Source: an optimization exercise on an open RTL-to-GDS flow (aim: small area). Production flows keep margins and buffers that such runs may drop.
RTL that was checked went through simulation tests only; none was proved equivalent to the original.
No driver is modelled on the clock port, so clock power and skew are understated where the tree is cut down; a real chip needs a root buffer or a tree.
Power and IR drop assume default switching activity.

==> module ClockTest, before the edit <==
module ClockTest(
	input clk,
	input rst,
	input btn,
	output [6:0] seg,
	output [3:0] an,
	output buttons_pressed,
	output buttons_released
);
	localparam [9:0] J624 = 10'd317;        
	reg [4:0] u;
	reg [1:0] g;
	reg [9:0] j;
	reg       tick_d;                       
	reg       press_d;                      
	reg [3:0] s_ones;
	reg [2:0] s_tens;
	reg [3:0] ones;
	reg [3:0] tens;
	reg       prev;                         
	reg       pulse;                        
	wire btn_lvl;
	button_debounce debounce (
		.clk(clk),
		.rst(rst),
		.button_in(btn),
		.button_out(btn_lvl)
	);
	wire u_low0 = ~|u[3:0];
	wire u_31 = u_low0 & ~u[4];             
	wire u_30 = u_low0 & u[4];              
	wire [1:0] sel = {g[1], g[1] ^ g[0]};   
	wire j_624 = (j & 10'b1100011111) == 10'b0100011101;
	wire j_623 = (j & 10'b0110111111) == 10'b0010011110;
	wire sec_first = j_624 & u_31;
	wire sec_last = j_623 & u_30;
	wire sec60 = s_tens[2] & s_tens[1];
	wire min_last = sec_last & sec60;
	wire min_last_d = sec_first & sec60;
	assign buttons_pressed  = pulse & prev;
	assign buttons_released = pulse & ~prev;
	function [3:0] bcd_inc;
		input [3:0] d;
		bcd_inc = {(d[3] & ~d[0]) | (d[2] & d[1] & d[0]),
		           d[2] ^ (d[1] & d[0]),
		           d[1] ^ (d[0] & ~d[3]),
		           ~d[0]};
	endfunction
	always @(posedge clk or posedge rst) begin
		if (rst) begin
			u <= 5'b00000;
			g <= 2'b10;
			j <= J624;
		end else begin
			u <= {u[3:0], u[4] ^ u[2] ^ u_low0};
			if (u_31)
				g <= {g[0], ~g[1]};
			j <= {j[8:2], j[1] | j_624, j[0], j[9] ^ j[6]};
		end
	end
	always @(posedge clk or posedge rst) begin
		if (rst)
			s_tens <= 3'd7;
		else if (min_last_d)
			s_tens <= 0;
		else if (tick_d & s_ones[3] & s_ones[0])
			s_tens <= {s_tens[2] ^ (s_tens[1] & s_tens[0]), s_tens[1] ^ s_tens[0], ~s_tens[0]};
	end
	always @(posedge clk) begin
		tick_d <= sec_first;
		press_d <= buttons_pressed;
		if (min_last_d) begin
			s_ones <= 0;
			ones <= 0;
			tens <= 0;
		end else begin
			if (tick_d)
				s_ones <= bcd_inc(s_ones);
			if (press_d) begin
				ones <= bcd_inc(ones);
				if (ones[3] & ones[0])
					tens <= bcd_inc(tens);
			end
		end
	end
	always @(posedge clk or posedge rst) begin
		if (rst) begin
			prev <= 0;
			pulse <= 0;
		end else if (!min_last) begin
			prev <= btn_lvl;
			pulse <= btn_lvl ^ prev;
		end
	end
	reg [3:0] dg;
	always @(*) begin
		case (sel)
			2'b00: dg = ones;
			2'b01: dg = tens;
			2'b10: dg = s_ones;
			2'b11: dg = {&s_tens, s_tens};
		endcase
	end
	wire blank = &s_tens;
	assign an = {~(sel[1] & sel[0] & ~blank), ~(sel[1] & ~sel[0]), ~(~sel[1] & sel[0]), ~(~sel[1] & ~sel[0])};
	reg [6:0] pat;
	always @(*) begin
		case (dg)
			4'd0: pat = 7'b1000000;
			4'd1: pat = 7'b1111001;
			4'd2: pat = 7'b0100100;
			4'd3: pat = 7'b0110000;
			4'd4: pat = 7'b0011001;
			4'd5: pat = 7'b0010010;
			4'd6: pat = 7'b0000010;
			4'd7: pat = 7'b1111000;
			4'd8: pat = 7'b0000000;
			4'd9: pat = 7'b0010000;
			default: pat = 7'b1111111;
		endcase
	end
	assign seg = pat;
endmodule
export LEC_CHECK = 0
export CAP_MARGIN = 20
export CORE_MARGIN = 2
export CORE_UTILIZATION = 40
export SLEW_MARGIN = 20
create_clock -name core_clock -period 50.0 [get_ports {clk}]
standard.sh (not shown) runs the stock make flow with config.mk's settings and CLKGATE_MAP_FILE= SYNTH_SCRIPT=/design/flow/synth_recipe.tcl, a recipe that flattens the netlist after the stock synthesis.
==> flow/flow/run.sh <==
#!/bin/bash
# The standard layout (standard.sh), with these changes to how the layout
# is built:
#  - the standard synthesis runs unchanged first; then the design is
#    synthesized again for area (rtlsynth.tcl: same passes skipped, flattened
#    and renamed the same way, but its own ABC scripts and no adder cells),
#    and the smallest of a few ABC scripts' netlists replaces the standard
#    one, once regnames.py has checked that its flip-flops are the standard
#    synthesis's (same registers, same cell types) and given them the standard
#    names.  If that check fails, the standard netlist is kept;
#  - port buffers are the smallest buffer cell, buf_1 (every input and output
#    port still gets its own buffer);
#  - the clock tree is a small two-level tree built by clock_tree.tcl (a root
#    buffer driving three leaf buffers, each driving a third of the
#    flip-flops) in place of clock_tree_synthesis.
# Each tool's full output goes to a log file of its own in this folder.
set -euo pipefail
here=$(pwd)
res=$here/orfs/results/$FLOW_PLATFORM/ClockTest/base
lib=$FLOW_HOME/platforms/$FLOW_PLATFORM/lib/sky130_fd_sc_hd__tt_025C_1v80.lib
yosys=$FLOW_HOME/../tools/install/yosys/bin/yosys
export BUFFER_PORTS_ARGS="-buffer_cell sky130_fd_sc_hd__buf_1"
export PRE_CTS_TCL=$here/flow/clock_tree.tcl

bash standard.sh synth > log_1_standard_synth.log 2>&1
cp $res/1_2_yosys.v $here/standard_synth.v

# the platform's DONT_USE_CELLS
args=""
for c in $(cat flow/dont_use.txt); do args="$args -dont_use $c"; done
for k in 1 2 3; do
  LIB_FILE=$lib DESIGN_V=$FLOW_DESIGN OUT_V=$here/synth_$k.v TOP=$FLOW_TOP \
    ABC_SCRIPT=$here/flow/abc_$k.abc DONT_USE_ARGS="$args" \
    $yosys -c flow/rtlsynth.tcl > log_2_synth_$k.log 2>&1 &
done
wait || true

best=""
best_area=""
for k in 1 2 3; do
  if python3 flow/regnames.py $here/standard_synth.v $here/synth_$k.v $here/synth_${k}_named.v > log_3_regnames_$k.log 2>&1; then
    a=$(sed -n "s/.*Chip area for module.*: //p" $here/synth_$k.v.stat | tail -1)
    echo "script $k: area $a" >> log_3_choice.log
    if [[ -n "$a" ]] && { [[ -z "$best_area" ]] || python3 -c "import sys; sys.exit(0 if $a < $best_area else 1)"; }; then
      best=$k; best_area=$a
    fi
  fi
done
if [[ -n "$best" ]]; then
  echo "using script $best" >> log_3_choice.log
  cp $here/synth_${best}_named.v $res/1_2_yosys.v
  rm -f $res/1_synth.odb $res/1_synth.sdc
else
  echo "keeping the standard netlist" >> log_3_choice.log
fi
bash standard.sh finish > log_4_standard_finish.log 2>&1
Other scripts of this flow, unchanged in this note and not shown: flow/flow/abc_1.abc, flow/flow/abc_2.abc, flow/flow/abc_3.abc, flow/flow/clock_tree.tcl, flow/flow/dont_use.txt, flow/flow/regnames.py, flow/flow/rtlsynth.tcl
Edit:
--- a/flow/design.v
+++ b/flow/design.v
@@ -35,6 +35,5 @@
 );
 	localparam [9:0] J624 = 10'd317;        
-	reg [4:0] u;
-	reg [1:0] g;
+	reg [6:0] rl;
 	reg [9:0] j;
 	reg       tick_d;                       
@@ -53,12 +52,10 @@
 		.button_out(btn_lvl)
 	);
-	wire u_low0 = ~|u[3:0];
-	wire u_31 = u_low0 & ~u[4];             
-	wire u_30 = u_low0 & u[4];              
-	wire [1:0] sel = {g[1], g[1] ^ g[0]};   
+	wire [6:0] rc = {rl[6] ^ (&rl[5:0]), rl[5] ^ (&rl[4:0]), rl[4] ^ (&rl[3:0]),
+	                 rl[3] ^ (&rl[2:0]), rl[2] ^ (&rl[1:0]), rl[1] ^ rl[0], ~rl[0]};
 	wire j_624 = (j & 10'b1100011111) == 10'b0100011101;
 	wire j_623 = (j & 10'b0110111111) == 10'b0010011110;
-	wire sec_first = j_624 & u_31;
-	wire sec_last = j_623 & u_30;
+	wire sec_first = j_624 & (&rl[4:0]);
+	wire sec_last = j_623 & (rl[4:0] == 5'd30);
 	wire sec60 = s_tens[2] & s_tens[1];
 	wire min_last = sec_last & sec60;
@@ -75,11 +72,8 @@
 	always @(posedge clk or posedge rst) begin
 		if (rst) begin
-			u <= 5'b00000;
-			g <= 2'b10;
+			rl <= 7'h7f;
 			j <= J624;
 		end else begin
-			u <= {u[3:0], u[4] ^ u[2] ^ u_low0};
-			if (u_31)
-				g <= {g[0], ~g[1]};
+			rl <= rc;
 			j <= {j[8:2], j[1] | j_624, j[0], j[9] ^ j[6]};
 		end
@@ -121,5 +115,5 @@
 	reg [3:0] dg;
 	always @(*) begin
-		case (sel)
+		case (rl[6:5])
 			2'b00: dg = ones;
 			2'b01: dg = tens;
@@ -129,5 +123,5 @@
 	end
 	wire blank = &s_tens;
-	assign an = {~(sel[1] & sel[0] & ~blank), ~(sel[1] & ~sel[0]), ~(~sel[1] & sel[0]), ~(~sel[1] & ~sel[0])};
+	assign an = {~(rl[6] & rl[5] & ~blank), ~(rl[6] & ~rl[5]), ~(~rl[6] & rl[5]), ~(~rl[6] & ~rl[5])};
 	reg [6:0] pat;
 	always @(*) begin
=> The new run produced a clean layout; setup slack gets worse by 270 ps; die area climbs by 2.5%; total power climbs by 18%; utilization climbs by 0.65 points; sequential power hardly moves; fmax drops by 2.1%; hold slack barely changes; final area climbs by 2.9%; first-iteration DRC count climbs by 70%; via count climbs by 10%; area after synthesis climbs by 2.7%.
No functional check of the RTL was part of the second run of this note. In every run of this note, the design's own scripts or RTL, not TritonCTS, make the clock network.

## port drivers added, routing unchanged
The flow's constraints put no driver on any port. The routed layouts listed below were extracted and timed again, unchanged, in two steps. Step 1 (the two cells are an assumption about what drives the block):
set clk [get_ports {clk}]
set_driving_cell -lib_cell sky130_fd_sc_hd__clkbuf_16 $clk
set_driving_cell -lib_cell sky130_fd_sc_hd__buf_2 [delete_from_list [all_inputs] $clk]
Step 2 adds t to the input delays and takes it off the output delays; t is the mean of the earliest and latest rising clock arrival at the registers after step 1. Input paths then give back, and output paths get back, about the clock's delay inside the block. a / b / c = no drivers / after step 1 / after step 2; a / b = the first two.
| run | shift t [ns] | setup slack, ns | worst slew at a driven data input, ns |
|---|---|---|---|
| the first run | 0.360 | 37.641 / 37.617 / 37.977 | 0.04 |
| the second run | 0.348 | 37.373 / 37.351 / 37.699 | 0.03 |
After both steps setup and hold are still met in every run listed.
